This is an optimization exercise on Yosys and OpenROAD, whose aim is small area, not a production implementation.
Where RTL was checked, it was by simulation tests only, not by an equivalence proof against the original.
The RTL of runs 2 and 3 was laid out without a check of its function.
No activity file was given, so power comes from the tool's default toggle rates.

<file path="design/flow/config.mk">
export PLATFORM = sky130hd
export DESIGN_NAME = router
export DESIGN_NICKNAME = router
export VERILOG_FILES = /design/flow/design.v
export SDC_FILE = /design/flow/constraint.sdc
export NUM_CORES = 4
export LEC_CHECK = 0
export CAP_MARGIN = 20
export CORE_MARGIN = 2
export CORE_UTILIZATION = 40
export SLEW_MARGIN = 20
</file>
<file path="design/flow/constraint.sdc">
create_clock -name core_clock -period 3.2 [get_ports {clock}]
set_input_delay 0.6400 -clock core_clock [delete_from_list [all_inputs] [get_ports {clock}]]
set_output_delay 0.6400 -clock core_clock [all_outputs]
set_load 0.01 [all_outputs]
</file>
<file path="design/flow/design.v">
`timescale 1ns/1ps
module router(
  input         clock, input resetn,
  input         pkt_valid, input [7:0] data_in,
  input         read_enb_0, input read_enb_1, input read_enb_2,
  output [7:0]  data_out_0, output [7:0] data_out_1, output [7:0] data_out_2,
  output        vld_out_0,  output vld_out_1,  output vld_out_2,
  output        err, output busy
);
  reg [7:0] q0[0:7], q1[0:7], q2[0:7];
  reg [2:0] w0,r0, w1,r1, w2,r2;
  reg [3:0] c0,c1,c2;
  reg [1:0] dest; reg [5:0] remaining;
  reg in_pkt; reg [7:0] parity_acc; reg err_r; reg busy_r;
  assign err=err_r; assign busy=busy_r;
  wire v0 = (c0!=0), v1 = (c1!=0), v2 = (c2!=0);
  assign vld_out_0=v0; assign vld_out_1=v1; assign vld_out_2=v2;
  assign data_out_0 = v0 ? q0[r0] : 8'h00;
  assign data_out_1 = v1 ? q1[r1] : 8'h00;
  assign data_out_2 = v2 ? q2[r2] : 8'h00;
  wire pop0 = read_enb_0 && v0;
  wire pop1 = read_enb_1 && v1;
  wire pop2 = read_enb_2 && v2;
  wire store = in_pkt && pkt_valid && (remaining != 0);
  wire push0 = store && (dest == 2'd0) && (c0 != 4'd8);
  wire push1 = store && (dest == 2'd1) && (c1 != 4'd8);
  wire push2 = store && (dest[1])      && (c2 != 4'd8);
  always @(posedge clock) begin
    if(push0) q0[w0] <= data_in;
    if(push1) q1[w1] <= data_in;
    if(push2) q2[w2] <= data_in;
  end
  always @(posedge clock or negedge resetn) begin
    if(!resetn) begin
      w0<=0;w1<=0;w2<=0; r0<=0;r1<=0;r2<=0; c0<=0;c1<=0;c2<=0;
    end else begin
      if(pop0) r0<=r0+1'b1;
      if(pop1) r1<=r1+1'b1;
      if(pop2) r2<=r2+1'b1;
      if(push0) w0<=w0+1'b1;
      if(push1) w1<=w1+1'b1;
      if(push2) w2<=w2+1'b1;
      c0 <= c0 + {3'b0,push0} - {3'b0,pop0};
      c1 <= c1 + {3'b0,push1} - {3'b0,pop1};
      c2 <= c2 + {3'b0,push2} - {3'b0,pop2};
    end
  end
  always @(posedge clock) begin
    if(!in_pkt && pkt_valid) dest <= data_in[1:0];
  end
  always @(posedge clock or negedge resetn) begin
    if(!resetn) begin
      in_pkt<=1'b0; remaining<=6'd0; parity_acc<=8'h00; err_r<=1'b0; busy_r<=1'b0;
    end else begin
      err_r<=1'b0;
      if(!in_pkt && pkt_valid) begin
        remaining <= data_in[7:2];
        parity_acc <= data_in;
        in_pkt <= 1'b1;
        busy_r <= 1'b1;
      end else if(in_pkt) begin
        if(pkt_valid) begin
          parity_acc <= parity_acc ^ data_in;
          if(remaining != 0) remaining <= remaining - 1'b1;
        end else begin
          err_r <= (parity_acc != data_in);
          in_pkt <= 1'b0;
          busy_r <= 1'b0;
        end
      end
    end
  end
endmodule
</file>
<file path="design/flow/run.sh">
#!/bin/bash
# synth_recipe.tcl (not shown) runs the flow's synth.tcl, then flattens the netlist and writes it again
# the make line also repeats each setting of config.mk as NAME=value (left out here)
make -C /OpenROAD-flow-scripts/flow DESIGN_CONFIG=/design/flow/config.mk WORK_HOME=/design/flow/orfs CLKGATE_MAP_FILE= SYNTH_SCRIPT=/design/flow/synth_recipe.tcl finish
</file>
==> results of run 1 <==
-- layout make-up --
| type | instances | area (um^2) | area share |
|---|---|---|---|
| tap | 335 | 419 | 0.0337 |
| timing repair buffer | 86 | 783 | 0.0630 |
| sequential | 241 | 7000 | 0.563 |
| clock inverter | 17 | 131 | 0.0106 |
| multi-input combinational | 382 | 3260 | 0.262 |
| clock buffer | 33 | 698 | 0.0561 |
| inverter | 37 | 139 | 0.0112 |
-- synth_stat cells (all sizes together) (5+ instances only) --
library cell  number
edfxtp           194
nor4              10
nor3               9
a21oi             21
xnor2             11
nand3              5
mux2i            101
dfrtp             47
o21ai             13
nor2b              7
o2111ai            8
or3b               6
and2               9
ha                28
xor2              15
inv               37
nor2              13
a22oi             48
and3              24
nand2b             8
buf               23
clkbuf            12
mux2               7
nand2              6
-- logic make-up after synthesis --
family          Yosys count
compound gates          108
xor+xnor                 26
fa+ha+maj                31
buf+inv                  72
flops                   241
mux                     108
simple gates            109
-- routing by layer --
| metal | GRT usage | vias up | routed length (um) |
|---|---|---|---|
| met3 | 0.0216 | 35 | 761 |
| li1 | - | 2814 | - |
| met2 | 0.289 | 116 | 11500 |
| met4 | 0.0454 | 0 | 496 |
| met5 | 0 | - | 0 |
| met1 | 0.204 | 2986 | 9740 |
-- state kept, by name (all words and copies together) (netlist names), 4 cells and up --
| register | cells |
|---|---|
| c1 | 4 |
| q1 | 64 |
| remaining | 6 |
| parity_acc | 8 |
| q0 | 64 |
| c2 | 4 |
| c0 | 4 |
| q2 | 64 |
-- timing repair --
item,4_1_cts,5_1_grt
gates resized for setup,0,3
hold endpoints to repair,0,0
setup endpoints to repair,0,6
-- worst paths after layout --
check | start | to | slack [ns] | depth (start not counted)
max | c0[2] | data_out_0[7] | 0.13 | 5
min | resetn | r2[0] | 0.09 | 1
max reg2reg | remaining[0] | c2[3] | 0.30 | 10
min reg2reg | w1[2] | w1[2] | 0.51 | 1
max in group asynchronous | resetn | w1[2] | 2.43 | 2
min in group core_clock | w1[2] | w1[2] | 0.51 | 1
-- power groups by stage --
stage          combinational [mW]  sequential, mW  clock (mW)
3_5_place_dp                 3.66            4.16           0
5_1_grt                      3.96            4.16        3.05
3_3_place_gp                 3.53            4.14           0
2_1_floorplan                2.45            4.02           0
4_1_cts                      3.68            4.10        2.92
6_report                     3.64            4.10        2.86
==> results.json, run 1 <==
{
  "finalCritPeriodShare": 0.959,
  "syn_inst": 695,
  "fin_area_um2": 12400,
  "tns_ns": 0,
  "die_area_um2": 27700,
  "max_freq_mhz": 326,
  "critical_path_arrival_ns": 2.43,
  "die_w_um": 166,
  "crit_family": "simple AND/OR/NAND/NOR gates",
  "grt-ovfl-total": 0,
  "drtIter0Drc": 431,
  "nFillCells": 2208,
  "coreArea_um2": 26000,
  "layout_min_cycle_time_ns": 3.07,
  "ys_types": 52,
  "cp_max_fo": 11,
  "ios": 43,
  "grt_pass1_wl_um": 35000,
  "ys_top_cells_by_area": "edfxtp_1, dfrtp_1, mux2i_1",
  "clkPwrFrac": 0.269,
  "synthMuxAreaShare": 0.104,
  "ctsHoldBuffers": 0,
  "routedWlPerCell_um": 19.9,
  "cts_sinks": 241,
  "post-place-ws_ns": 0.152,
  "sw_frac_of_total": 0.322,
  "final_cells": 1131,
  "slew_violations": 0,
  "endpoint_kind": "primary output",
  "clkTransAtPathRegs_ns": 0.06,
  "critPathRequiredTime_ns": 2.56,
  "synthArstFlopShare": 0.195,
  "mostFrequentLayoutCells": "edfxtp_1, mux2i_1, a22oi_1",
  "critical_path.max_stage_delay_ns": 0.59,
  "synth_flop_cell": "edfxtp_1",
  "drtAntennaViolNets": 0,
  "synth_adder_area_share": 0.0389,
  "place.port_buffers": 42,
  "vias_per_cell": 5.26,
  "pwr-share-seq": 0.387,
  "mostFrequentLayoutCell": "edfxtp_1",
  "drive_gt1_frac": 0.147,
  "cts-buffers-inserted": 27,
  "finClkSkew_ns": 0.0280,
  "synth-xor-area-share": 0.0216,
  "vdd_drop_max_v": 0.000665,
  "clock_latency_ns": 0.54,
  "gr-usage-all-layers": 0.161,
  "worstSetupStartpointType": "register",
  "via_count": 5951,
  "cp.buffers_inverters": 2,
  "num_rows": 59,
  "leakagePower_nw": 4.68,
  "critical_path_class": "reg2out",
  "place_congestion": 0.759,
  "postCtsSetupBuffers": 0,
  "ys_warn_count": 1,
  "maxSlewHeadroom": 0.365,
  "comb_power_share": 0.343,
  "remaining_drc_errors": 0,
  "setup_violations": 0,
  "power_switching_mw": 3.41,
  "cts_root_buf": "clkbuf_16",
  "dpl_cell_area_um2": 11600,
  "path_cells": "inv_1 > ha_1 > or3b_2 > and3_1 > clkdlybuf4s50_1",
  "antenna_cells": 0,
  "final-hold-violation-count": 0,
  "p_total_mw": 10.6,
  "p_int_mw": 7.19,
  "cts_htree_levels": 1,
  "dpl.cell_count": 1081,
  "synth_seq_cells": 241,
  "synth_top_family_by_area": "multiplexers",
  "synth_compound_area_frac": 0.0821,
  "grt_max_degree": 35,
  "syn_area_per_cell_um2": 15.2,
  "clock_path_buffers": 3,
  "worst_pin_slew_ns": 0.952,
  "synth_top_cell_by_area": "edfxtp_1",
  "routed_wl_um": 22500,
  "min_path_type": "in2async",
  "grt_pass1_vias": 6212,
  "hpwl_um": 14700,
  "synth_edf_count": 194,
  "drv_cap": 0,
  "drtPass1Iterations": 5,
  "start_util": 0.406,
  "cp_slowest_cell": "or3b_2",
  "antenna_found_initial": 0,
  "ys_seq_area_frac": 0.663,
  "power_density_nw_per_um2": 852,
  "final_util": 0.479,
  "hold_ws_ns": 0.0926,
  "worst_slack_ns": 0.130,
  "grt_setup_unrepaired": "no",
  "synth_fp_nets": 740,
  "synth_top_area_share": 0.552,
  "status": "complete, no violations",
  "die_h_um": 166,
  "synthSimpleGateAreaFrac": 0.0621,
  "fin_nets": 820,
  "syn_area_um2": 10600,
  "areaGrowthSynthToFinish_pct": 17.8,
  "cts_tree": "done"
}
==> run 2, diff against run 1 <==
==> design/flow/design.v (replaced) <==
`timescale 1ns/1ps
module router_fifo(
  input        clock, input resetn,
  input        push_req, input read_enb, input [7:0] data_in,
  output [7:0] data_out, output vld
);
  reg [7:0] q[0:7];
  reg [3:0] s;
  assign vld = s[3];
  wire full = (s == 4'b1000);
  wire push = push_req && !full;
  wire pop  = read_enb && vld;
  wire [7:0] sel;
  genvar k;
  generate for (k = 0; k < 8; k = k + 1) begin : g_sel
    assign sel[k] = vld && (s[2:0] == ~k[2:0]);
  end endgenerate
  assign data_out = ({8{sel[0]}} & q[0]) | ({8{sel[1]}} & q[1]) |
                    ({8{sel[2]}} & q[2]) | ({8{sel[3]}} & q[3]) |
                    ({8{sel[4]}} & q[4]) | ({8{sel[5]}} & q[5]) |
                    ({8{sel[6]}} & q[6]) | ({8{sel[7]}} & q[7]);
  integer i;
  always @(posedge clock) begin
    if (push) begin
      q[0] <= data_in;
      for (i = 1; i < 8; i = i + 1) q[i] <= q[i-1];
    end
  end
  always @(posedge clock or negedge resetn) begin
    if (!resetn) s <= 4'd0;
    else s <= s - {3'b0, push} + {3'b0, pop};
  end
endmodule
module router(
  input         clock, input resetn,
  input         pkt_valid, input [7:0] data_in,
  input         read_enb_0, input read_enb_1, input read_enb_2,
  output [7:0]  data_out_0, output [7:0] data_out_1, output [7:0] data_out_2,
  output        vld_out_0,  output vld_out_1,  output vld_out_2,
  output        err, output busy
);
  reg       in_pkt, err_r;
  reg [1:0] dest;
  reg [5:0] remaining;
  reg [7:0] parity_acc;
  assign busy = in_pkt;
  assign err  = err_r;
  wire [7:0] px = parity_acc ^ data_in;
  wire store = in_pkt && pkt_valid && (remaining != 6'd0);
  always @(posedge clock) begin
    parity_acc <= in_pkt ? px : data_in;
    remaining  <= in_pkt ? (remaining - {5'b0, remaining != 6'd0}) : data_in[7:2];
    if (!in_pkt) dest <= data_in[1:0];
  end
  always @(posedge clock or negedge resetn) begin
    if (!resetn) begin
      in_pkt <= 1'b0; err_r <= 1'b0;
    end else begin
      in_pkt <= in_pkt ? pkt_valid : pkt_valid;
      err_r  <= in_pkt && !pkt_valid && (px != 8'h00);
    end
  end
  router_fifo f0(.clock(clock), .resetn(resetn), .push_req(store && dest == 2'd0),
    .read_enb(read_enb_0), .data_in(data_in), .data_out(data_out_0), .vld(vld_out_0));
  router_fifo f1(.clock(clock), .resetn(resetn), .push_req(store && dest == 2'd1),
    .read_enb(read_enb_1), .data_in(data_in), .data_out(data_out_1), .vld(vld_out_1));
  router_fifo f2(.clock(clock), .resetn(resetn), .push_req(store && dest[1]),
    .read_enb(read_enb_2), .data_in(data_in), .data_out(data_out_2), .vld(vld_out_2));
endmodule
--- a/design/flow/config.mk
+++ b/design/flow/config.mk
@@ -7,5 +7,7 @@
 export LEC_CHECK = 0
 export CAP_MARGIN = 20
 export CORE_MARGIN = 2
-export CORE_UTILIZATION = 40
+export CORE_UTILIZATION = 60
+export CTS_BUF_LIST = sky130_fd_sc_hd__clkbuf_4 sky130_fd_sc_hd__clkbuf_8
+export PLACE_DENSITY = 0.7
 export SLEW_MARGIN = 20
==> run 2 against run 1 <==
  * Still clean on timing, DRC and antenna
  * Register-to-register slack better by 0.22 ns
  * Sequential power is 11% lower
  * Clock skew is 0.0083 ns higher
  * Via count is 17% lower
  * Sequential cell count is 19 lower
  * Core utilization is 25 points higher
  * Synthesized area is 15% lower
  * First-iteration DRC count is 9.0% higher
  * Die area is 42% lower
  * Clock power is about 10% lower
==> results.json, run 2 <==
{
  "drive_gt1_frac": 0.225,
  "status": "complete, no violations",
  "critical_path.max_stage_delay_ns": 0.58,
  "leakagePower_nw": 3.73,
  "mostFrequentLayoutCell": "edfxtp_1",
  "yosysMostFrequentCell": "edfxtp_1",
  "power_density_nw_per_um2": 869,
  "synth_top_cell_by_area": "edfxtp_1",
  "worst_slack_ns": 0.117,
  "final-hold-violation-count": 0,
  "clock_path_buffers": 3,
  "p_total_mw": 9.21,
  "critical_path_class": "reg2out",
  "cts_sinks": 222,
  "worstSetupStartpointType": "register",
  "drtIter0Drc": 470,
  "start_util": 0.616,
  "cp.buffers_inverters": 2,
  "routedWlPerCell_um": 20.4,
  "min_path_type": "reg2reg",
  "drv_cap": 0,
  "ys_seq_area_frac": 0.719,
  "max_freq_mhz": 324,
  "cts_root_buf": "clkbuf_8",
  "syn_inst": 542,
  "coreArea_um2": 14600,
  "cp_slowest_cell": "clkdlybuf4s50_1",
  "endpoint_kind": "primary output",
  "via_count": 4918,
  "vdd_drop_max_v": 0.000522,
  "grt_max_degree": 65,
  "drtPass1Iterations": 5,
  "mostFrequentLayoutCells": "edfxtp_1, nand2_1, clkbuf_8",
  "synth_edf_count": 194,
  "dpl_cell_area_um2": 9750,
  "grt_pass1_wl_um": 27300,
  "post-place-ws_ns": 0.244,
  "vias_per_cell": 5.87,
  "antenna_cells": 0,
  "syn_area_um2": 8980,
  "rrSetupSlack_ns": 0.52,
  "worst_pin_slew_ns": 0.801,
  "ys_warn_count": 3,
  "critPathRequiredTime_ns": 2.56,
  "crit_family": "buffers and inverters",
  "path_cells": "buf_4 > mux4_2 > nand2_1 > a21boi_1 > clkdlybuf4s50_1",
  "gr-usage-all-layers": 0.222,
  "reg2reg_to": "f0.s[2]",
  "areaGrowthSynthToFinish_pct": 18.0,
  "cts-buffers-inserted": 37,
  "ctsHoldBuffers": 0,
  "ios": 43,
  "fin_area_um2": 10600,
  "clock_latency_ns": 0.54,
  "clkTransAtPathRegs_ns": 0.06,
  "slew_violations": 0,
  "synth_flop_cell": "edfxtp_1",
  "routed_wl_um": 17100,
  "setup_violations": 0,
  "ys_types": 52,
  "synth_fp_nets": 576,
  "hold_ws_ns": 0.440,
  "synth_seq_cells": 222,
  "remaining_drc_errors": 0,
  "holdPathEnd": "f2.q[5][3]",
  "drtAntennaViolNets": 0,
  "hpwl_um": 10600,
  "die_area_um2": 16000,
  "synthArstFlopShare": 0.0631,
  "die_h_um": 126,
  "cts_htree_levels": 2,
  "synth_top_area_share": 0.649,
  "die_w_um": 126,
  "min-delay-start": "f2.q[4][3]",
  "reg2reg_from": "remaining[3]",
  "final_cells": 838,
  "maxSlewHeadroom": 0.466,
  "layout_min_cycle_time_ns": 3.08,
  "fin_nets": 660,
  "finClkSkew_ns": 0.0363,
  "reg_top3": "f0.q: 64 flops, f1.q: 64 flops, f2.q: 64 flops",
  "grt-ovfl-total": 0,
  "synth_commonest_cells": "edfxtp_1, nand2_1, mux4_2",
  "ys_top_cells_by_area": "edfxtp_1, mux4_2, dfrtp_1",
  "place.port_buffers": 42,
  "cp_max_fo": 10,
  "num_rows": 44,
  "dpl.cell_count": 766,
  "antenna_found_initial": 0,
  "place_congestion": 0.763,
  "grt_setup_unrepaired": "yes",
  "syn_area_per_cell_um2": 16.6,
  "grt_pass1_vias": 5080,
  "cts_tree": "done",
  "hold_depth": 0,
  "critical_path_arrival_ns": 2.44,
  "worstRegToRegCells": 10,
  "finalCritPeriodShare": 0.963
}
run 2: where the power goes:
group | total [mW] | leakage, nW | internal, mW | switching [mW]
logic | 3.00 | 1.28 | 1.54 | 1.46
clock network | 2.56 | 0.413 | 1.45 | 1.11
registers | 3.64 | 2.04 | 3.36 | 0.280
run 2: cell families (layout without fill, tap and decap cells):
kind of cell | after synthesis | in the layout | share of synthesized area
xor gates and xnor gates | 26 | 26 | 0.0254
muxes | 44 | 44 | 0.0807
buffers and inverters | 42 | 154 | 0.0233
AOI/OAI and AO/OA | 80 | 80 | 0.0632
and+or+nand+nor | 108 | 108 | 0.0584
DFF | 222 | 222 | 0.719
adders and majority gates | 20 | 20 | 0.0304
run 2: cell type report:
type,count,area [um^2]
repair buffers,66,619
fillers,927,3990
inverters,21,83.8
multi-input cells,278,2430
clock buffers,56,683
clock inverters,11,83.8
flip-flops and latches,222,6460
well taps,184,230
run 2: worst max path at each step:
| stage | startpoint | to | cells after the start |
|---|---|---|---|
| floorplan | pkt_valid | f0.s[2] | 8 |
| global placement | pkt_valid | f0.s[1] | 9 |
| detailed placement | pkt_valid | f0.s[2] | 9 |
| CTS | f0.s[0] | data_out_0[7] | 5 |
| global route | f0.s[1] | data_out_0[6] | 4 |
| finish | f2.s[1] | data_out_2[1] | 5 |
run 2: repair_timing:
item	4_1_cts	5_1_grt
gates resized for setup	4	11
setup endpoints to repair	14	20
setup buffers	0	5
run 2: worst register-to-register path, delay by kind of cell, from the launching register on:
| family | cells | cell delay, ns |
|---|---|---|
| DFF | 1 | 0.33 |
| AOI/OAI and AO/OA | 1 | 0.07 |
| adders and majority gates | 3 | 0.86 |
| and+or+nand+nor | 3 | 1.02 |
| xor gates and xnor gates | 1 | 0.15 |
| buffers and inverters | 2 | 0.12 |
run 2: metrics by stage:
stage	utilization	TNS, ns
final	0.726	0
after global routing	0.726	-0.0137
after CTS	0.721	0
after detailed placement	0.668	0
after global placement	0.668	0
after floorplan	-	-24.58
run 2: per-layer routing:
layer  global-route usage  vias up  share of wire
met4               0.0769        0          0.027
met5                    0        -              0
met2                0.325      158           0.45
met1                0.335     2454           0.46
met3               0.0523       39          0.060
li1                     -     2267              -
==> run 3, diff against run 2 <==
==> design/flow/config.mk (replaced) <==
export PLATFORM = sky130hd
export DESIGN_NAME = router
export DESIGN_NICKNAME = router
export VERILOG_FILES = /design/flow/design.v
export SDC_FILE = /design/flow/constraint.sdc
export NUM_CORES = 4
export LEC_CHECK = 0
export CAP_MARGIN = 20
export CORE_MARGIN = 2
export CORE_UTILIZATION = 70
export CTS_BUF_LIST = sky130_fd_sc_hd__clkbuf_8
export CTS_CLUSTER_SIZE = 30
export SLEW_MARGIN = 20
==> run 3 against run 2 <==
  * Synthesized area unchanged
  * First-iteration DRC count increased by 71%
  * Clock power down 7%
  * Combinational power rose by 2%
  * Critical endpoint is now data_out_2[2]
  * Largest power group unchanged
==> results.json, run 3 <==
{
  "power_switching_mw": 2.86,
  "cts_htree_levels": 2,
  "finClkSkew_ns": 0.0217,
  "worstSetupStartpointType": "register",
  "grt_most_used_layer": "met2",
  "critical_path_class": "reg2out",
  "maxSlewHeadroom": 0.470,
  "final_cells": 824,
  "status": "complete, no violations",
  "num_rows": 41,
  "worst_pin_slew_ns": 0.793,
  "synth_edf_count": 194,
  "drtIter0Drc": 802,
  "die_h_um": 117,
  "cp_max_fo": 15,
  "endpoint_kind": "primary output",
  "critPathLaunch": "f2.s[1]",
  "p_int_mw": 6.23,
  "grt_max_degree": 65,
  "synth_top_area_share": 0.649,
  "routedWlPerCell_um": 21.0,
  "max_freq_mhz": 320,
  "place.port_buffers": 42,
  "reg2reg_to": "f0.s[2]",
  "met1_usage": 0.363,
  "drtPass1Iterations": 6,
  "nFillCells": 603,
  "synth_fp_nets": 576,
  "clkTransAtPathRegs_ns": 0.06,
  "mostFrequentLayoutCells": "edfxtp_1, clkbuf_8, nand2_1, clkdlybuf4s50_1",
  "use_met3": 0.0659,
  "cts_root_buf": "clkbuf_8",
  "grt_pass1_vias": 5194,
  "grtUsageMet2": 0.420,
  "routed_wl_um": 17300,
  "die_w_um": 117,
  "clock_path_buffers": 3,
  "clkPwrFrac": 0.263,
  "place_congestion": 0.787,
  "start_util": 0.715,
  "setup_violations": 0,
  "remaining_drc_errors": 0,
  "final-hold-violation-count": 0,
  "ys_top_cells_by_area": "edfxtp_1, mux4_2, dfrtp_1",
  "drive_gt1_frac": 0.209,
  "layout_min_cycle_time_ns": 3.13,
  "areaGrowthSynthToFinish_pct": 17.3,
  "syn_area_per_cell_um2": 16.6,
  "syn_inst": 542,
  "leakagePower_nw": 3.72,
  "synth_flop_cell": "edfxtp_1",
  "ios": 43,
  "cts_sinks": 222,
  "fin_nets": 660,
  "ctsHoldBuffers": 0,
  "vdd_drop_max_v": 0.000670,
  "drtAntennaViolNets": 0,
  "multi_input_area_um2": 2430,
  "die_area_um2": 13800,
  "tns_ns": 0,
  "synth_commonest_cells": "edfxtp_1, nand2_1, mux4_2",
  "synthArstFlopShare": 0.0631,
  "clock_latency_ns": 0.52,
  "hpwl_um": 10700,
  "drv_cap": 0,
  "yosysMostFrequentCell": "edfxtp_1",
  "synth_seq_cells": 222,
  "cts-buffers-inserted": 36,
  "critPathCapture": "data_out_2[2]",
  "ys_types": 52,
  "rrSetupSlack_ns": 0.54,
  "seqCellArea_um2": 6460,
  "pwr-share-seq": 0.399,
  "antenna_found_initial": 0,
  "slew_violations": 0,
  "power_density_nw_per_um2": 863,
  "dpl.cell_count": 754,
  "vias_per_cell": 6.14,
  "worstRegToRegCells": 10,
  "sw_frac_of_total": 0.315,
  "grt_setup_unrepaired": "no",
  "min_path_type": "reg2reg",
  "via_count": 5059,
  "cts_tree": "done",
  "reg_top3": "f0.q: 64 flops, f1.q: 64 flops, f2.q: 64 flops",
  "reg2reg_from": "remaining[2]",
  "synth_top_cell_by_area": "edfxtp_1",
  "p_total_mw": 9.10,
  "antenna_cells": 0,
  "critPathRequiredTime_ns": 2.56,
  "ys_seq_area_frac": 0.719,
  "mostFrequentLayoutCell": "edfxtp_1",
  "coreArea_um2": 12600,
  "critical_path_arrival_ns": 2.49,
  "ys_warn_count": 3,
  "gr-usage-all-layers": 0.264,
  "grt_pass1_wl_um": 27000,
  "comb_power_share": 0.338,
  "syn_area_um2": 8980,
  "finalCritPeriodShare": 0.977,
  "grt-ovfl-total": 0
}
-- run 3: cell counts after synthesis --
No cell type changed its count.
-- run 3: timing repair --
item | CTS | global route
gates resized for setup | 5 | 7
setup endpoints to repair | 11 | 14
buffers inserted | 0 | 6
-- run 3: cell type report --
| class | instances | share of cell area |
|---|---|---|
| Inverter | 21 | 0.00796 |
| Clock buffer | 47 | 0.0614 |
| Timing Repair Buffer | 67 | 0.0593 |
| Sequential cell | 222 | 0.613 |
| Multi-Input combinational cell | 278 | 0.231 |
| Tap cell | 172 | 0.0204 |
| Clock inverter | 17 | 0.00701 |
-- run 3: power by group through the flow --
stage	combinational, mW	sequential [mW]	clock, mW
floorplan	2.10	3.54	0
finish	3.07	3.63	2.39
detailed placement	2.95	3.69	0
global placement	2.86	3.68	0
global route	3.33	3.66	2.58
CTS	3.00	3.64	2.44
-- run 3: cells by family (layout without fill, tap and decap cells) --
family                   after synthesis  count (layout)  synth area share
flip-flops                           222             222             0.719
AND/OR/NAND/NOR                      108             108            0.0584
AO/OA/AOI/OAI                         80              80            0.0632
multiplexers                          44              44            0.0807
buffers and inverters                 42             152            0.0233
XOR/XNOR                              26              26            0.0254
adder cells (fa/ha/maj)               20              20            0.0304
-- run 3: worst max-delay path, stage by stage, from the launching register on --
cell and delay, ns:
dfrtp_2 0.56, buf_6 0.20, mux4_2 0.52, nand2_1 0.11, a21boi_1 0.10, clkdlybuf4s50_1 0.48
-- run 3: worst min-delay path by stage --
stage,to,slack [ns],cells after the start,from
3_5_place_dp,f1.q[2][3],0.43,0,f1.q[1][3]
5_1_grt,f0.q[5][7],0.44,0,f0.q[4][7]
3_3_place_gp,f0.q[3][7],0.42,0,f0.q[2][7]
2_1_floorplan,err_r,0.34,0,resetn
4_1_cts,f0.q[5][7],0.44,0,f0.q[4][7]
6_report,f0.q[5][7],0.44,0,f0.q[4][7]
-- run 3: routing by layer --
metal | wire (um) | vias up
met5 | 0 | -
met4 | 343 | 0
met3 | 1200 | 35
met2 | 8370 | 207
met1 | 7400 | 2547
li1 | - | 2270
-- run 3: stage by stage --
step | instance area [um^2] | utilization | hold WS [ns] | setup slack [ns]
final | 10500 | 0.838 | 0.437 | 0.0724
after floorplan | 9100 | - | 0.344 | -1.22
after global placement | 9750 | 0.775 | 0.422 | 0.374
after CTS | 10500 | 0.834 | 0.437 | 0.00874
after detailed placement | 9750 | 0.775 | 0.429 | 0.287
after global routing | 10500 | 0.838 | 0.442 | 0.0135
==> run 4, diff against run 3 <==
--- a/design/flow/design.v
+++ b/design/flow/design.v
@@ -10,15 +10,8 @@
   wire full = (s == 4'b1000);
   wire push = push_req && !full;
   wire pop  = read_enb && vld;
-  wire [7:0] sel;
-  genvar k;
-  generate for (k = 0; k < 8; k = k + 1) begin : g_sel
-    assign sel[k] = vld && (s[2:0] == ~k[2:0]);
-  end endgenerate
-  assign data_out = ({8{sel[0]}} & q[0]) | ({8{sel[1]}} & q[1]) |
-                    ({8{sel[2]}} & q[2]) | ({8{sel[3]}} & q[3]) |
-                    ({8{sel[4]}} & q[4]) | ({8{sel[5]}} & q[5]) |
-                    ({8{sel[6]}} & q[6]) | ({8{sel[7]}} & q[7]);
+  wire [2:0] idx = ~s[2:0];
+  assign data_out = vld ? q[idx] : 8'h00;
   integer i;
   always @(posedge clock) begin
     if (push) begin
--- a/design/flow/config.mk
+++ b/design/flow/config.mk
@@ -7,7 +7,5 @@
 export LEC_CHECK = 0
 export CAP_MARGIN = 20
 export CORE_MARGIN = 2
-export CORE_UTILIZATION = 70
-export CTS_BUF_LIST = sky130_fd_sc_hd__clkbuf_8
-export CTS_CLUSTER_SIZE = 30
+export CORE_UTILIZATION = 40
 export SLEW_MARGIN = 20
==> run 4 against run 3 <==
  * Core utilization shrank 35 points
  * Routed wire length is 6.6% higher
  * Die area is 75% higher
  * Global-route usage fell by 11 points
  * Cell area is 5.2% higher
  * Count of clock-buffer cells in the layout is 11 lower
  * Synthesized area grew 1.7%
  * First-iteration DRC count decreased by 46%
  * Clock power up 23%
  * Total power grew 13%
  * Critical endpoint is now data_out_0[0]
==> results.json, run 4 <==
{
  "status": "complete, no violations",
  "remaining_drc_errors": 0,
  "cts-buffers-inserted": 25,
  "drtAntennaViolNets": 0,
  "power_density_nw_per_um2": 924,
  "critPathLaunch": "f0.s[2]",
  "grt_pass1_vias": 5188,
  "ys_seq_area_frac": 0.707,
  "reg_top3": "f0.q: 64 flops, f1.q: 64 flops, f2.q: 64 flops",
  "num_rows": 55,
  "path_cells": "or3b_2 > a21oi_1 > a31oi_1 > a21oi_1 > clkdlybuf4s50_1",
  "routed_wl_um": 18400,
  "critPathRequiredTime_ns": 2.56,
  "seqCellArea_um2": 6460,
  "crit_family": "buffers and inverters",
  "routedWlPerCell_um": 19.3,
  "critPathCapture": "data_out_0[0]",
  "setup_violations": 0,
  "synth_fp_nets": 618,
  "dpl.cell_count": 896,
  "ys_warn_count": 3,
  "grt-ovfl-total": 0,
  "max_freq_mhz": 323,
  "worst_pin_slew_ns": 0.905,
  "leakagePower_nw": 3.97,
  "areaGrowthSynthToFinish_pct": 21.4,
  "cts_sinks": 222,
  "clock_latency_ns": 0.51,
  "finClkSkew_ns": 0.00837,
  "grt_max_degree": 65,
  "clkPwrFrac": 0.288,
  "hpwl_um": 11600,
  "ys_top_cells_by_area": "edfxtp_1, mux2i_1, dfrtp_1",
  "reg2reg_to": "f0.s[1]",
  "cp.buffers_inverters": 1,
  "pwr-share-seq": 0.355,
  "layout_min_cycle_time_ns": 3.09,
  "die_h_um": 155,
  "coreArea_um2": 22500,
  "power_switching_mw": 3.27,
  "cp_slowest_cell": "clkdlybuf4s50_1",
  "worstSetupStartpointType": "register",
  "ios": 43,
  "cts_tree": "done",
  "start_util": 0.406,
  "final_cells": 953,
  "dpl_cell_area_um2": 10000,
  "ys_types": 48,
  "final-hold-violation-count": 0,
  "via_count": 5074,
  "cts_htree_levels": 1,
  "path_depth": 5,
  "endpoint_kind": "primary output",
  "finalCritPeriodShare": 0.966,
  "die_w_um": 155,
  "yosysMostFrequentCell": "edfxtp_1",
  "rrSetupSlack_ns": 0.81,
  "worstRegToRegCells": 10,
  "cp_max_fo": 10,
  "fin_area_um2": 11100,
  "critical_path_class": "reg2out",
  "mostFrequentLayoutCell": "edfxtp_1",
  "gr-usage-all-layers": 0.154,
  "synth_top_area_share": 0.638,
  "clock_path_buffers": 3,
  "synthArstFlopShare": 0.0631,
  "clkTransAtPathRegs_ns": 0.06,
  "maxSlewHeadroom": 0.395,
  "multi_input_area_um2": 2620,
  "synth_commonest_cells": "edfxtp_1, mux2i_1, a21oi_1, nand2_1, o21ai_0",
  "nFillCells": 1880,
  "drive_gt1_frac": 0.193,
  "syn_area_per_cell_um2": 15.8,
  "drtPass1Iterations": 5,
  "antenna_cells": 0,
  "antenna_found_initial": 0,
  "place_congestion": 0.778,
  "comb_power_share": 0.357,
  "vdd_drop_max_v": 0.000397,
  "drtIter0Drc": 435,
  "reg2reg_from": "f0.s[2]",
  "grt_pass1_wl_um": 29300,
  "critical_path.max_stage_delay_ns": 0.58,
  "synth_flop_cell": "edfxtp_1",
  "drv_cap": 0,
  "cp_common_cell": "a21oi_1",
  "slew_violations": 0,
  "synth_top_cell_by_area": "edfxtp_1",
  "vias_per_cell": 5.32,
  "mostFrequentLayoutCells": "edfxtp_1, mux2i_1, nand2_1",
  "p_int_mw": 6.97,
  "synth_seq_cells": 222,
  "place.port_buffers": 42,
  "fin_nets": 690,
  "syn_area_um2": 9140,
  "cts_root_buf": "clkbuf_16",
  "syn_inst": 578,
  "grt_setup_unrepaired": "no",
  "critical_path_arrival_ns": 2.45,
  "sw_frac_of_total": 0.319,
  "synth_edf_count": 194,
  "die_area_um2": 24100,
  "min_path_type": "reg2reg"
}
-- run 4: logic make-up after synthesis --
logic type      after synthesis  share of synthesized area
flops                       222                      0.707
xor+xnor                     25                     0.0240
compound gates              116                     0.0900
simple gates                 75                     0.0386
mux                          59                     0.0737
buf+inv                      55                     0.0290
fa+ha+maj                    26                     0.0381
-- run 4: metrics by stage --
step                hold slack [ns]  power (mW)   util  setup TNS, ns  setup slack (ns)
finish                        0.443        10.2  0.493              0             0.108
global route                  0.455        10.8  0.493              0           0.00243
CTS                           0.445        10.2  0.489       -0.00694          -0.00694
detailed placement            0.429        7.08  0.446              0             0.227
global placement              0.421        6.99  0.446              0             0.273
floorplan                     0.344        5.99      -         -25.96             -1.23
-- run 4: metal layers --
layer | wire length, um | up-vias | track usage
met2 | 8660 | 123 | 0.244
met1 | 8590 | 2544 | 0.222
met3 | 844 | 25 | 0.0256
li1 | - | 2382 | -
met4 | 343 | 0 | 0.0406
met5 | 0 | - | 0
-- run 4: how the worst min path moves through the flow --
stage | from | endpoint | slack (ns) | cells past startpoint
after CTS | f0.q[3][5] | f0.q[4][5] | 0.44 | 0
after floorplan | resetn | err_r | 0.34 | 0
after global placement | f0.q[1][5] | f0.q[2][5] | 0.42 | 0
after detailed placement | f0.q[4][4] | f0.q[5][4] | 0.43 | 0
final | f0.q[3][5] | f0.q[4][5] | 0.44 | 0
after global routing | f0.q[1][5] | f0.q[2][5] | 0.46 | 0
-- run 4: layout make-up --
cell class,count,area share
flip-flops and latches,222,0.583
multi-input cells,303,0.236
clock buffers,36,0.0637
repair buffers,71,0.0606
well taps,285,0.0322
clock inverters,9,0.0139
inverters,27,0.0105
-- run 4: worst register-to-register path, delay by kind of cell (launching register included) --
kind,cells,cell delay [ns]
buf+inv,5,0.39
flops,1,0.48
fa+ha+maj,4,1.09
compound gates,1,0.32
-- run 4: power groups by stage --
stage / Clock (mW) / Combinational (mW) / Sequential (mW)
6_report: 2.95 / 3.66 / 3.64
5_1_grt: 3.14 / 3.98 / 3.66
4_1_cts: 3.03 / 3.57 / 3.62
3_5_place_dp: 0 / 3.40 / 3.67
3_3_place_gp: 0 / 3.33 / 3.66
2_1_floorplan: 0 / 2.43 / 3.56
-- run 4: repair_timing --
action	in CTS	in global routing
setup buffers	5	5
setup endpoints to repair	16	12
hold buffers	0	0
gates resized for setup	24	19
pin swaps	2	1
cloned	2	0
==> run 5, diff against run 4 <==
--- a/design/flow/design.v
+++ b/design/flow/design.v
@@ -1,4 +1,13 @@
 `timescale 1ns/1ps
+module router_aomux(input [7:0] sel, input [63:0] d, output [7:0] y);
+  genvar b;
+  generate for (b = 0; b < 8; b = b + 1) begin : g_bit
+    assign y[b] = (sel[0] & d[b])      | (sel[1] & d[8+b])  |
+                  (sel[2] & d[16+b])   | (sel[3] & d[24+b]) |
+                  (sel[4] & d[32+b])   | (sel[5] & d[40+b]) |
+                  (sel[6] & d[48+b])   | (sel[7] & d[56+b]);
+  end endgenerate
+endmodule
 module router_fifo(
   input        clock, input resetn,
   input        push_req, input read_enb, input [7:0] data_in,
@@ -10,8 +19,13 @@
   wire full = (s == 4'b1000);
   wire push = push_req && !full;
   wire pop  = read_enb && vld;
-  wire [2:0] idx = ~s[2:0];
-  assign data_out = vld ? q[idx] : 8'h00;
+  wire [7:0] sel;
+  genvar k;
+  generate for (k = 0; k < 8; k = k + 1) begin : g_sel
+    assign sel[k] = vld && (s[2:0] == ~k[2:0]);
+  end endgenerate
+  router_aomux mux(.sel(sel),
+    .d({q[7], q[6], q[5], q[4], q[3], q[2], q[1], q[0]}), .y(data_out));
   integer i;
   always @(posedge clock) begin
     if (push) begin
==> design/flow/flow/run.sh (new file) <==
#!/bin/bash
# Standard ORFS layout with a leaner clock tree and small port buffers.
export BUFFER_PORTS_ARGS="-buffer_cell sky130_fd_sc_hd__buf_1"
export CTS_ARGS="-sink_clustering_enable -repair_clock_nets -dont_use_dummy_load -buf_list sky130_fd_sc_hd__clkbuf_16 -sink_clustering_size 30 -sink_clustering_max_diameter 200"
bash standard.sh > standard.log 2>&1
==> design/flow/standard.sh (new file) <==
#!/bin/bash
# synth_recipe.tcl (not shown) runs the flow's synth.tcl, then flattens the netlist and writes it again
# the make line also repeats each setting of config.mk as NAME=value (left out here)
make -C /OpenROAD-flow-scripts/flow DESIGN_CONFIG=/design/flow/config.mk WORK_HOME=/design/flow/orfs CLKGATE_MAP_FILE= SYNTH_SCRIPT=/design/flow/synth_recipe.tcl "${@:-finish}"
--- a/design/flow/config.mk
+++ b/design/flow/config.mk
@@ -7,5 +7,8 @@
 export LEC_CHECK = 0
 export CAP_MARGIN = 20
 export CORE_MARGIN = 2
-export CORE_UTILIZATION = 40
+export CORE_UTILIZATION = 60
+export PLACE_DENSITY = 0.7
 export SLEW_MARGIN = 20
+export SYNTH_HIERARCHICAL = 1
+export SYNTH_MINIMUM_KEEP_SIZE = 0
removed: design/flow/run.sh
==> run 5 against run 4 <==
  * Sequential share of layout area up 12 points
  * Combinational power is about 50% lower
  * Count of clock-buffer cells in the layout decreased by 25
  * Via count decreased by 9.9%
  * Final cell count down 23%
  * Routed wire length down 18%
  * Worst hold slack got worse by 0.18 ns
  * Die area shrank 36%
  * Critical path type unchanged
  * First-iteration DRC count is 6.2% higher
  * Synthesized area down 5.8%
  * Core utilization is 17 points higher
  * Clock power shrank 52%
==> results.json, run 5 <==
{
  "status": "complete, no violations",
  "gr-usage-all-layers": 0.204,
  "reg_top3": "f0.q: 64 flops, f1.q: 64 flops, f2.q: 64 flops",
  "dpl.cell_count": 726,
  "ctsHoldBuffers": 0,
  "critPathRequiredTime_ns": 2.56,
  "synth_edf_count": 194,
  "endpoint_kind": "primary output",
  "ys_seq_area_frac": 0.750,
  "critical_path_arrival_ns": 2.27,
  "sw_frac_of_total": 0.310,
  "drv_cap": 0,
  "seqCellArea_um2": 6460,
  "crit_family": "simple AND/OR/NAND/NOR gates",
  "synth_fp_nets": 550,
  "path_cells": "nand2_1 > nor2_1 > a22oi_1 > nand4_1 > buf_1",
  "hpwl_um": 9780,
  "final-hold-violation-count": 0,
  "synth_commonest_cells": "edfxtp_1, a22oi_1, nand2_1",
  "clock_path_buffers": 3,
  "rrSetupSlack_ns": 0.79,
  "min_path_type": "in2async",
  "ios": 43,
  "coreArea_um2": 13900,
  "syn_inst": 516,
  "synth_seq_cells": 222,
  "cts_sinks": 222,
  "p_int_mw": 4.67,
  "die_w_um": 124,
  "worstRegToRegCells": 4,
  "clkPwrFrac": 0.211,
  "cts_tree": "done",
  "power_switching_mw": 2.10,
  "max_freq_mhz": 344,
  "ys_top_cells_by_area": "edfxtp_1, a22oi_1, dfrtp_1",
  "final_util": 0.660,
  "yosysMostFrequentCell": "edfxtp_1",
  "setup_violations": 0,
  "start_util": 0.618,
  "grt_max_degree": 65,
  "power_density_nw_per_um2": 735,
  "cp_max_fo": 8,
  "critPathCapture": "data_out_0[6]",
  "slew_violations": 0,
  "worstSetupStartpointType": "register",
  "syn_area_per_cell_um2": 16.7,
  "worst_slack_ns": 0.291,
  "place.port_buffers": 42,
  "reg2reg_to": "f0.q[6][2]",
  "maxSlewHeadroom": 0.389,
  "multi_input_area_um2": 1930,
  "fin_nets": 593,
  "critical_path_class": "reg2out",
  "routed_wl_um": 15000,
  "mostFrequentLayoutCell": "edfxtp_1",
  "antenna_cells": 0,
  "post-place-ws_ns": 0.706,
  "path_depth": 5,
  "remaining_drc_errors": 0,
  "cts_root_buf": "clkbuf_16",
  "pwr-share-seq": 0.520,
  "vdd_drop_max_v": 0.000568,
  "grt_pass1_vias": 4541,
  "via_count": 4571,
  "syn_area_um2": 8610,
  "ys_warn_count": 9,
  "finalCritPeriodShare": 0.909,
  "die_area_um2": 15300,
  "clock_latency_ns": 0.47,
  "layout_min_cycle_time_ns": 2.91,
  "synth_top_cell_by_area": "edfxtp_1",
  "routedWlPerCell_um": 20.4,
  "drtAntennaViolNets": 0,
  "vias_per_cell": 6.20,
  "mostFrequentLayoutCells": "edfxtp_1, a22oi_1, buf_1",
  "critical_path.max_stage_delay_ns": 0.65,
  "ys_types": 33,
  "areaGrowthSynthToFinish_pct": 6.92,
  "synth_top_area_share": 0.677,
  "grt_setup_unrepaired": "no",
  "final_cells": 737,
  "worst_pin_slew_ns": 0.916,
  "grt_pass1_wl_um": 23900,
  "drive_gt1_frac": 0.0880,
  "die_h_um": 124,
  "grt-ovfl-total": 0,
  "synth_flop_cell": "edfxtp_1",
  "finClkSkew_ns": 0.0540,
  "cts_htree_levels": 1,
  "comb_power_share": 0.268,
  "cts-buffers-inserted": 11,
  "synthArstFlopShare": 0.0631,
  "drtIter0Drc": 462,
  "nFillCells": 949,
  "cp_slowest_cell": "nor2_1",
  "reg2reg_from": "in_pkt",
  "cp.buffers_inverters": 1,
  "p_total_mw": 6.77,
  "cts-resized-gates": 0,
  "antenna_found_initial": 0,
  "critPathLaunch": "f0.s[0]",
  "place_congestion": 0.790,
  "drtPass1Iterations": 5,
  "postCtsSetupBuffers": 0,
  "num_rows": 43,
  "clkTransAtPathRegs_ns": 0.12,
  "leakagePower_nw": 3.00
}
## run 5: cell count changes in the layout (fill, tap and decap cells not counted), moves of 24 or more
cell,previous run,this run
a22oi_1,3,87
mux2i_1,47,0
buf_1,0,42
clkdlybuf4s50_1,26,0
a21oi_1,30,5
nand4_1,0,24
## run 5: metrics by stage
| stage | area, um^2 | TNS (ns) | hold WS, ns |
|---|---|---|---|
| CTS | 9200 | 0 | 0.285 |
| detailed placement | 8930 | 0 | 0.434 |
| floorplan | 8670 | -0.110 | 0.344 |
| global route | 9200 | 0 | 0.325 |
| global placement | 8930 | 0 | 0.429 |
| finish | 9200 | 0 | 0.268 |
## run 5: logic make-up after synthesis
logic type	count (synthesis)	synth area share
compound gates	114	0.104
xor+xnor	25	0.0254
fa+ha+maj	20	0.0317
buf+inv	41	0.0337
flops	222	0.750
simple gates	94	0.0551
## run 5: modules after synthesis (local to each module, per instance)
| module | times used | cell area [um^2] | cells |
|---|---|---|---|
| router_aomux | 3 | 379 | 48 |
| router | 1 | 802 | 78 |
| router_fifo | 3 | 2220 | 98 |
## run 5: layout make-up
type	instances	area share
Timing Repair Buffer	56	0.0286
Sequential cell	222	0.702
Tap cell	180	0.0245
Inverter	15	0.00612
Clock buffer	11	0.0299
Multi-Input combinational cell	253	0.209
## run 5: worst min path at each step
| stage | from | endpoint | slack [ns] | cells after the start |
|---|---|---|---|---|
| 2_1_floorplan | resetn | err_r | 0.34 | 0 |
| 3_3_place_gp | f0.q[6][7] | f0.q[7][7] | 0.43 | 0 |
| 3_5_place_dp | f0.q[5][2] | f0.q[6][2] | 0.43 | 0 |
| 4_1_cts | resetn | f2.s[2] | 0.28 | 1 |
| 5_1_grt | resetn | f2.s[2] | 0.33 | 1 |
| 6_report | resetn | f0.s[0] | 0.27 | 1 |
## run 5: per-layer routing
metal,up-vias,part of all wire,GRT usage
met5,-,0,0
met4,0,0.015,0.0419
met3,16,0.063,0.0302
met2,135,0.47,0.319
met1,2318,0.45,0.311
li1,2102,-,-
## run 5: power by group through the flow
| stage | combinational, mW | sequential [mW] | clock, mW |
|---|---|---|---|
| floorplan | 1.38 | 3.55 | 0 |
| global placement | 1.76 | 3.57 | 0 |
| detailed placement | 1.82 | 3.59 | 0 |
| CTS | 1.83 | 3.52 | 1.47 |
| global route | 2.03 | 3.55 | 1.56 |
| finish | 1.82 | 3.52 | 1.43 |
==> run 6, diff against run 5 <==
==> design/flow/flow/run.sh (replaced) <==
#!/bin/bash
# Standard ORFS layout with a leaner clock tree and small port buffers.
export BUFFER_PORTS_ARGS="-buffer_cell sky130_fd_sc_hd__buf_1"
export CTS_ARGS="-sink_clustering_enable -repair_clock_nets -dont_use_dummy_load -buf_list sky130_fd_sc_hd__clkbuf_8 -sink_clustering_size 18 -sink_clustering_max_diameter 100"
bash standard.sh > standard.log 2>&1
==> run 6 against run 5 <==
  * Still clean on timing, DRC and antenna
  * Global-route usage increased by 0.12 points
  * Sequential cell count unchanged
  * Register-to-register slack lost 0.08 ns
  * Final cell count rose by 0.68%
  * Worst hold slack lost 0.046 ns
  * Sequential power is essentially flat
  * First-iteration DRC count down 8.4%
  * Cell area decreased by 0.60%
  * Synthesized area did not move
  * Total power shrank 2.4%
  * Routed wire length grew 0.49%
  * Die area unchanged
  * Critical path type unchanged
  * Critical endpoint is now data_out_2[3]
==> results.json, run 6 <==
{
  "leakagePower_nw": 2.98,
  "cts_root_buf": "clkbuf_8",
  "cp.buffers_inverters": 2,
  "critical_path_arrival_ns": 2.32,
  "critical_path_class": "reg2out",
  "via_count": 4571,
  "gr-usage-all-layers": 0.205,
  "grt_pass1_vias": 4580,
  "clock_latency_ns": 0.51,
  "cp_slowest_cell": "nor2_1",
  "worst_pin_slew_ns": 0.905,
  "ios": 43,
  "max_freq_mhz": 338,
  "clock_path_buffers": 3,
  "die_area_um2": 15300,
  "min_path_type": "in2async",
  "syn_area_per_cell_um2": 16.7,
  "synth_edf_count": 194,
  "grt-ovfl-total": 0,
  "synth_top_cell_by_area": "edfxtp_1",
  "mostFrequentLayoutCell": "edfxtp_1",
  "rrSetupSlack_ns": 0.71,
  "worstRegToRegCells": 4,
  "num_rows": 43,
  "drtIter0Drc": 423,
  "synth_top_area_share": 0.677,
  "start_util": 0.618,
  "antenna_found_initial": 0,
  "p_total_mw": 6.60,
  "remaining_drc_errors": 0,
  "cts_sinks": 222,
  "hpwl_um": 9780,
  "cts_tree": "done",
  "status": "complete, no violations",
  "grt_pass1_wl_um": 24100,
  "synth_flop_cell": "edfxtp_1",
  "cts-buffers-inserted": 16,
  "cp_max_fo": 8,
  "comb_power_share": 0.275,
  "coreArea_um2": 13900,
  "critPathRequiredTime_ns": 2.56,
  "critPathLaunch": "f2.s[1]",
  "slew_violations": 0,
  "cts_htree_levels": 1,
  "grt_max_degree": 65,
  "power_switching_mw": 2.10,
  "maxSlewHeadroom": 0.397,
  "grt_setup_unrepaired": "no",
  "yosysMostFrequentCell": "edfxtp_1",
  "vdd_drop_max_v": 0.000535,
  "routedWlPerCell_um": 20.4,
  "place.port_buffers": 42,
  "synthArstFlopShare": 0.0631,
  "path_cells": "inv_1 > nand2_1 > nor2_1 > a22oi_1 > nand4_1 > buf_1",
  "vias_per_cell": 6.16,
  "dpl_cell_area_um2": 8930,
  "postCtsSetupBuffers": 0,
  "synth_seq_cells": 222,
  "critical_path.max_stage_delay_ns": 0.58,
  "drtPass1Iterations": 5,
  "die_h_um": 124,
  "syn_area_um2": 8610,
  "p_int_mw": 4.50,
  "ys_top_cells_by_area": "edfxtp_1, a22oi_1, dfrtp_1",
  "setup_violations": 0,
  "final-hold-violation-count": 0,
  "drive_gt1_frac": 0.0961,
  "synth_commonest_cells": "edfxtp_1, a22oi_1, nand2_1",
  "clkTransAtPathRegs_ns": 0.11,
  "place_congestion": 0.790,
  "endpoint_kind": "primary output",
  "layout_min_cycle_time_ns": 2.96,
  "worstSetupStartpointType": "register",
  "drv_cap": 0,
  "pwr-share-seq": 0.533,
  "drtAntennaViolNets": 0,
  "sw_frac_of_total": 0.318,
  "reg2reg_to": "f0.q[1][0]",
  "areaGrowthSynthToFinish_pct": 6.28,
  "cts-resized-gates": 0,
  "reg_top3": "f0.q: 64 flops, f1.q: 64 flops, f2.q: 64 flops",
  "routed_wl_um": 15100,
  "synth_fp_nets": 550,
  "fin_nets": 598,
  "power_density_nw_per_um2": 722,
  "clkPwrFrac": 0.192,
  "crit_family": "simple AND/OR/NAND/NOR gates",
  "finClkSkew_ns": 0.0526,
  "tns_ns": 0,
  "finalCritPeriodShare": 0.925,
  "fin_area_um2": 9150,
  "ys_types": 33,
  "reg2reg_from": "in_pkt",
  "ys_warn_count": 9,
  "nFillCells": 961,
  "mostFrequentLayoutCells": "edfxtp_1, a22oi_1, buf_1",
  "syn_inst": 516,
  "ys_seq_area_frac": 0.750,
  "ctsHoldBuffers": 0,
  "antenna_cells": 0,
  "die_w_um": 124
}
[run 6: cell types whose count changed in the layout (fill, tap and decap cells not counted)]
cell,delta
clkbuf_8,+16
clkbuf_16,-11
[run 6: kinds of logic after synthesis]
family          share of synthesized area
flops                               0.750
fa+ha+maj                          0.0317
buf+inv                            0.0337
compound gates                      0.104
xor+xnor                           0.0254
simple gates                       0.0551
[run 6: layout make-up]
type	instances	area [um^2]	area share
Sequential cell	222	6460	0.706
Timing Repair Buffer	56	263	0.0287
Inverter	15	56.3	0.00616
Tap cell	180	225	0.0246
Clock buffer	16	220	0.0241
Multi-Input combinational cell	253	1930	0.211
[run 6: per-layer routing]
layer  part of all wire  vias up  routed length, um  GRT usage
met5                  0        -                  0          0
met2               0.47      117               7040      0.319
met3              0.053       18                797     0.0307
met4              0.021        0                316     0.0497
li1                   -     2109                  -          -
met1               0.46     2327               6960      0.311
[run 6: Yosys stat by module (local to each module, per instance)]
module | cell area [um^2] | cells inside | copies in the design
router | 802 | 78 | 1
router_aomux | 379 | 48 | 3
router_fifo | 2220 | 98 | 3
[run 6: how the worst max path moves through the flow]
stage	to	slack (ns)	depth (start not counted)
floorplan	f0.s[1]	-0.08	7
global placement	f1.q[7][4]	0.77	5
detailed placement	f1.q[2][4]	0.71	5
CTS	data_out_0[6]	0.23	5
global route	data_out_2[3]	0.09	6
finish	data_out_2[3]	0.24	6
[run 6: through the flow]
stage,std cells,setup slack (ns),hold slack (ns),utilization
6_report,742,0.241,0.222,0.656
5_1_grt,742,0.0866,0.273,0.656
4_1_cts,742,0.225,0.222,0.656
3_5_place_dp,726,0.706,0.434,0.641
3_3_place_gp,726,0.769,0.429,0.641
2_1_floorplan,516,-0.0808,0.344,-
[run 6: power by group through the flow]
stage                     Combinational (mW)  Sequential [mW]  Clock, mW
after global placement                  1.76             3.57          0
after global routing                    2.03             3.55       1.40
after floorplan                         1.38             3.55          0
after CTS                               1.83             3.52       1.30
final                                   1.81             3.52       1.27
after detailed placement                1.82             3.59          0
==> run 7, diff against run 6 <==
==> design/flow/flow/run.sh (replaced) <==
#!/bin/bash
# ORFS layout through the standard.sh, with three changes:
#  - synthesis maps logic with an area-oriented ABC script (flow/abc_area.script);
#    flip-flop mapping, flattening and naming are untouched, so the registers are
#    exactly the standard synthesis's;
#  - port buffers use the smallest buffer cell;
#  - a lean clock tree: fewer, mid-size clock buffers and no dummy loads.
set -euo pipefail
here=$(pwd)
rm -rf "$here/scripts_area"
cp -r "$FLOW_HOME/scripts" "$here/scripts_area"
cp "$here/flow/abc_area.script" "$here/scripts_area/abc_speed.script"
bash standard.sh SCRIPTS_DIR="$here/scripts_area" synth > synth.log 2>&1
export BUFFER_PORTS_ARGS="-buffer_cell sky130_fd_sc_hd__buf_1"
export CTS_ARGS="-sink_clustering_enable -repair_clock_nets -dont_use_dummy_load -buf_list sky130_fd_sc_hd__clkbuf_8 -sink_clustering_size 18 -sink_clustering_max_diameter 100"
bash standard.sh > standard.log 2>&1
==> design/flow/flow/abc_area.script (new file) <==
strash
dch -f
map -a
topo
==> design/flow/config.mk (replaced) <==
export PLATFORM = sky130hd
export DESIGN_NAME = router
export DESIGN_NICKNAME = router
export VERILOG_FILES = /design/flow/design.v
export SDC_FILE = /design/flow/constraint.sdc
export NUM_CORES = 4
export LEC_CHECK = 0
export CAP_MARGIN = 0
export CORE_MARGIN = 2
export CORE_UTILIZATION = 80
export PLACE_DENSITY = 0.85
export SLEW_MARGIN = 0
export SYNTH_HIERARCHICAL = 1
export SYNTH_MINIMUM_KEEP_SIZE = 0
==> run 7 against run 6 <==
  * Still clean
  * First-iteration DRC count is 26% higher
  * Non-clock buffer count is 11 lower
  * Clock skew is 0.0024 ns higher
  * Cell area fell by 2.6%
  * Critical path type unchanged
  * Largest cell class unchanged
==> results.json, run 7 <==
{
  "cts_htree_levels": 1,
  "grt_pass1_vias": 4711,
  "setup_violations": 0,
  "endpoint_kind": "primary output",
  "clock_latency_ns": 0.49,
  "postCtsSetupBuffers": 0,
  "gr-usage-all-layers": 0.302,
  "grt_max_degree": 65,
  "antenna_found_initial": 0,
  "routedWlPerCell_um": 23.1,
  "cp_common_cell": "nor2_1",
  "routed_wl_um": 16200,
  "final_util": 0.874,
  "syn_inst": 502,
  "p_total_mw": 6.58,
  "synth_commonest_cells": "edfxtp_1, a22oi_1, nor2_1",
  "slew_violations": 0,
  "leakagePower_nw": 2.84,
  "synth_top_area_share": 0.705,
  "syn_area_um2": 8260,
  "cts_sinks": 222,
  "clock_path_buffers": 3,
  "ys_warn_count": 9,
  "hpwl_um": 11000,
  "coreArea_um2": 10200,
  "die_w_um": 106,
  "synthArstFlopShare": 0.0631,
  "power_density_nw_per_um2": 739,
  "critical_path.max_stage_delay_ns": 0.57,
  "grt-ovfl-total": 0,
  "start_util": 0.811,
  "worstSetupStartpointType": "register",
  "mostFrequentLayoutCells": "edfxtp_1, a22oi_1, buf_1",
  "min_path_type": "in2async",
  "nFillCells": 443,
  "drv_cap": 0,
  "clkTransAtPathRegs_ns": 0.11,
  "drtAntennaViolNets": 0,
  "grt_pass1_wl_um": 25300,
  "synth_flop_cell": "edfxtp_1",
  "cp_max_fo": 8,
  "seqCellArea_um2": 6460,
  "multi_input_area_um2": 1790,
  "vdd_drop_max_v": 0.000624,
  "finalCritPeriodShare": 0.980,
  "fin_nets": 599,
  "reg_top3": "f0.q: 64 flops, f1.q: 64 flops, f2.q: 64 flops",
  "ios": 43,
  "num_rows": 37,
  "die_area_um2": 11200,
  "maxSlewHeadroom": 0.426,
  "die_h_um": 106,
  "remaining_drc_errors": 0,
  "mostFrequentLayoutCell": "edfxtp_1",
  "final-hold-violation-count": 0,
  "place_congestion": 0.844,
  "worst_pin_slew_ns": 0.861,
  "syn_area_per_cell_um2": 16.5,
  "ys_seq_area_frac": 0.782,
  "status": "complete, no violations",
  "cts-buffers-inserted": 16,
  "cp.buffers_inverters": 2,
  "path_cells": "nor2_1 > clkinv_1 > nor2_1 > a22oi_1 > nand4_1 > buf_1",
  "vias_per_cell": 6.88,
  "cts_tree": "done",
  "drtIter0Drc": 534,
  "ys_types": 19,
  "critical_path_class": "reg2out",
  "antenna_cells": 0,
  "finClkSkew_ns": 0.0550,
  "yosysMostFrequentCell": "edfxtp_1",
  "cp_slowest_cell": "nor2_1",
  "via_count": 4811,
  "drive_gt1_frac": 0.0639,
  "place.port_buffers": 42,
  "layout_min_cycle_time_ns": 3.13,
  "drtPass1Iterations": 5,
  "synth_fp_nets": 536,
  "critical_path_arrival_ns": 2.49,
  "synth_edf_count": 194,
  "ys_top_cells_by_area": "edfxtp_1, a22oi_1, dfrtp_1",
  "grt_setup_unrepaired": "yes",
  "areaGrowthSynthToFinish_pct": 7.82,
  "synth_top_cell_by_area": "edfxtp_1",
  "cts_root_buf": "clkbuf_8",
  "synth_seq_cells": 222,
  "crit_family": "simple AND/OR/NAND/NOR gates",
  "max_freq_mhz": 319,
  "critPathRequiredTime_ns": 2.56
}
==> run 7: modules after synthesis, one instance, submodules excluded <==
module,copies in the design,flops+latches
router_fifo,3,68
router_aomux,3,0
router,1,18
==> run 7: area by class of cell <==
class | count | share of cell area
Tap cell | 136 | 0.0191
Sequential cell | 222 | 0.725
Inverter | 23 | 0.00983
Clock buffer | 16 | 0.0247
Multi-Input combinational cell | 257 | 0.201
Timing Repair Buffer | 45 | 0.0202
==> run 7: metrics by stage <==
stage	cells	instance area [um^2]	setup TNS (ns)	worst slack [ns]	hold WS (ns)
finish	699	8910	0	0.0650	0.224
global route	699	8910	-0.00176	-0.00176	0.254
CTS	699	8890	0	0.125	0.215
detailed placement	683	8670	0	0.632	0.435
global placement	683	8670	0	0.757	0.428
floorplan	502	8320	0	0.00376	0.344
==> run 7: cell families after synthesis <==
kind of cell             count (synthesis)  share of synthesized area
flip-flops                             222                      0.782
AO/OA/AOI/OAI                          119                      0.102
AND/OR/NAND/NOR                        103                     0.0570
buffers and inverters                   23                     0.0105
adder cells (fa/ha/maj)                 20                     0.0330
XOR/XNOR                                15                     0.0159
==> run 7: worst paths after layout <==
kind | slack (ns) | to | start | depth (start not counted)
max in group asynchronous | 2.43 | f0.s[3] | resetn | 1
worst max register to register | 0.79 | f2.s[2] | remaining[2] | 10
worst min-delay path | 0.22 | f1.s[3] | resetn | 1
worst min register to register | 0.42 | f0.q[5][3] | f0.q[4][3] | 0
min in group core_clock | 0.32 | in_pkt | pkt_valid | 1
worst max-delay path | 0.07 | data_out_1[1] | f1.s[1] | 6
==> run 7: layer usage <==
layer | share of wire | track usage
met1 | 0.39 | 0.434
met2 | 0.49 | 0.491
met3 | 0.091 | 0.0495
met4 | 0.031 | 0.0930
met5 | 0 | 0
==> run 7: where the power goes <==
| part | switching [mW] | internal (mW) | total, mW |
|---|---|---|---|
| combinational | 1.21 | 0.622 | 1.83 |
| clock | 0.782 | 0.453 | 1.24 |
| sequential | 0.162 | 3.35 | 3.51 |
==> run 7: timing repair <==
| item | 4_1_cts | 5_1_grt |
|---|---|---|
| hold buffers | 0 | 0 |
| resized for setup | 0 | 6 |
| endpoints found under the setup margin | 0 | 13 |
==> run 7: worst reg2reg max path, cell delays in order (launching register included) <==
cell and delay [ns]:
dfxtp_1 0.37, nor2_1 0.20, nand4_1 0.18, nand3_2 0.14, nor2_1 0.08, a21boi_4 0.14, ha_1 0.30, clkinv_1 0.07
ha_1 0.21, fa_1 0.42, xor2_1 0.17
==> run 8, diff against run 7 <==
--- a/design/flow/flow/run.sh
+++ b/design/flow/flow/run.sh
@@ -12,5 +12,5 @@
 cp "$here/flow/abc_area.script" "$here/scripts_area/abc_speed.script"
 bash standard.sh SCRIPTS_DIR="$here/scripts_area" synth > synth.log 2>&1
 export BUFFER_PORTS_ARGS="-buffer_cell sky130_fd_sc_hd__buf_1"
-export CTS_ARGS="-sink_clustering_enable -repair_clock_nets -dont_use_dummy_load -buf_list sky130_fd_sc_hd__clkbuf_8 -sink_clustering_size 18 -sink_clustering_max_diameter 100"
+export CTS_ARGS="-sink_clustering_enable -repair_clock_nets -dont_use_dummy_load -root_buf sky130_fd_sc_hd__clkbuf_16 -buf_list sky130_fd_sc_hd__clkbuf_8 -sink_clustering_size 20 -sink_clustering_max_diameter 60"
 bash standard.sh > standard.log 2>&1
--- a/design/flow/config.mk
+++ b/design/flow/config.mk
@@ -9,6 +9,7 @@
 export CORE_MARGIN = 2
 export CORE_UTILIZATION = 80
 export PLACE_DENSITY = 0.85
+export SETUP_SLACK_MARGIN = 0.08
 export SLEW_MARGIN = 0
 export SYNTH_HIERARCHICAL = 1
 export SYNTH_MINIMUM_KEEP_SIZE = 0
==> run 8 against run 7 <==
  * Non-clock buffer count increased by 1
  * Worst setup slack improved by 0.094 ns
  * Final cell count unchanged
  * Critical path depth unchanged
  * Synthesized cell count unchanged
  * Cell area increased by 0.51%
  * Clock skew decreased by 0.019 ns
  * Sequential power about the same
  * Routed wire length decreased by 1.9%
  * Sequential cell count unchanged
  * Count of clock-buffer cells in the layout decreased by 1
  * Largest power group unchanged
  * Fmax increased by 3.1%
==> results.json, run 8 <==
{
  "status": "complete, no violations",
  "synth_edf_count": 194,
  "cp_max_fo": 8,
  "synth_flop_cell": "edfxtp_1",
  "cp_common_cell": "nor2_1",
  "leakagePower_nw": 2.85,
  "slew_violations": 0,
  "drtIter0Drc": 652,
  "antenna_found_initial": 0,
  "path_cells": "nor2_1 > clkinv_1 > nor2_1 > a22oi_1 > nand4_1 > buf_1",
  "drive_gt1_frac": 0.0710,
  "critical_path_class": "reg2out",
  "place_congestion": 0.823,
  "postCtsSetupBuffers": 0,
  "max_freq_mhz": 329,
  "cts_root_buf": "clkbuf_16",
  "cts_tree": "done",
  "ys_top_cells_by_area": "edfxtp_1, a22oi_1, dfrtp_1",
  "num_rows": 37,
  "routed_wl_um": 15900,
  "drtPass1Iterations": 5,
  "post-place-ws_ns": 0.674,
  "clkTransAtPathRegs_ns": 0.12,
  "grt_pass1_vias": 4712,
  "cts_sinks": 222,
  "hold_ws_ns": 0.281,
  "yosysMostFrequentCell": "edfxtp_1",
  "min_path_type": "in2async",
  "highest_layer": "met4",
  "mostFrequentLayoutCells": "edfxtp_1, a22oi_1, buf_1",
  "ctsHoldBuffers": 0,
  "cts-buffers-inserted": 15,
  "vias_per_cell": 6.90,
  "clock_latency_ns": 0.46,
  "setup_violations": 0,
  "synth_seq_cells": 222,
  "synth_top_cell_by_area": "edfxtp_1",
  "drtAntennaViolNets": 0,
  "critical_path_arrival_ns": 2.40,
  "die_h_um": 106,
  "maxSlewHeadroom": 0.382,
  "power_density_nw_per_um2": 741,
  "cts-resized-gates": 0,
  "ys_seq_area_frac": 0.782,
  "clock_path_buffers": 3,
  "worst_slack_ns": 0.159,
  "tns_ns": 0,
  "routedWlPerCell_um": 22.7,
  "mostFrequentLayoutCell": "edfxtp_1",
  "grt-ovfl-total": 0,
  "hpwl_um": 10200,
  "die_area_um2": 11200,
  "grt_pass1_wl_um": 24800,
  "routed-wl-met3_um": 1530,
  "areaGrowthSynthToFinish_pct": 8.36,
  "critical_path.max_stage_delay_ns": 0.50,
  "ios": 43,
  "gr-usage-all-layers": 0.290,
  "drt-met1-wl_um": 6280,
  "syn_area_per_cell_um2": 16.5,
  "remaining_drc_errors": 0,
  "ys_warn_count": 9,
  "finalCritPeriodShare": 0.950,
  "met2_length_um": 7730,
  "endpoint_kind": "primary output",
  "cts_htree_levels": 1,
  "reg_top3": "f0.q: 64 flops, f1.q: 64 flops, f2.q: 64 flops",
  "grt_max_degree": 65,
  "fin_area_um2": 8950,
  "fin_nets": 599,
  "synth_fp_nets": 536
}
==> run 8: cell counts after synthesis <==
Identical to the previous run, type by type.
==> run 8: metal layers <==
layer,vias up,track usage
met3,45,0.0458
met4,0,0.0714
met2,273,0.464
li1,2112,-
met1,2391,0.437
met5,-,0
==> run 8: cells by family (layout without fill, tap and decap cells) <==
kind of cell | after synthesis | in the layout | share of synthesized area
fa+ha+maj | 20 | 20 | 0.0330
simple gates | 103 | 103 | 0.0570
buf+inv | 23 | 84 | 0.0105
flops | 222 | 222 | 0.782
compound gates | 119 | 119 | 0.102
xor+xnor | 15 | 15 | 0.0159
==> run 8: final cells by class <==
type                       count  area (um^2)  area share
sequential                   222         6460       0.721
multi-input combinational    257         1810       0.202
clock buffer                  15          240      0.0268
timing repair buffer          46          188      0.0210
tap                          136          170      0.0190
inverter                      23         87.6     0.00978
==> run 8: stage by stage <==
stage          power (mW)  std cells
2_1_floorplan        4.72        502
3_3_place_gp         5.20        684
3_5_place_dp         5.33        684
4_1_cts              6.62        699
5_1_grt              6.94        699
6_report             6.63        699
==> run 8: power breakdown <==
group / switching [mW] / internal, mW
Sequential: 0.159 / 3.35
Clock: 0.784 / 0.510
Combinational: 1.20 / 0.635
Total: 2.14 / 4.49
==> run 8: path summary, 6_finish.rpt <==
path                                    from       endpoint  slack, ns  depth (start not counted)
worst min-delay path                  resetn        f1.s[1]       0.28                          1
max in group asynchronous             resetn        f2.s[1]       2.33                          1
worst max register to register  remaining[2]        f1.s[2]       0.88                         10
min in group core_clock            pkt_valid         in_pkt       0.35                          1
worst max-delay path                 f0.s[0]  data_out_0[4]       0.16                          6
worst min register to register    f0.q[6][4]     f0.q[7][4]       0.42                          0
==> run 8: critical path, delay by kind of cell, from the launching register on <==
family / cells / cell delay, ns
simple gates: 3 / 0.94
flops: 1 / 0.47
buf+inv: 2 / 0.36
compound gates: 1 / 0.17
==> run 8: per-module statistics from Yosys (local to each module, per instance) <==
module	cells	times used	cell area, um^2	flops+latches
router_fifo	100	3	2220	68
router_aomux	40	3	290	0
router	82	1	727	18

Re-timed with assumed drivers on the ports (clkbuf_16 on the clock, buf_2 on other inputs), run 8 has 0.121 ns of setup slack against 0.159 ns with ideal ports, and 0.602 ns once port delays also move by the mid clock arrival of 0.481 ns.
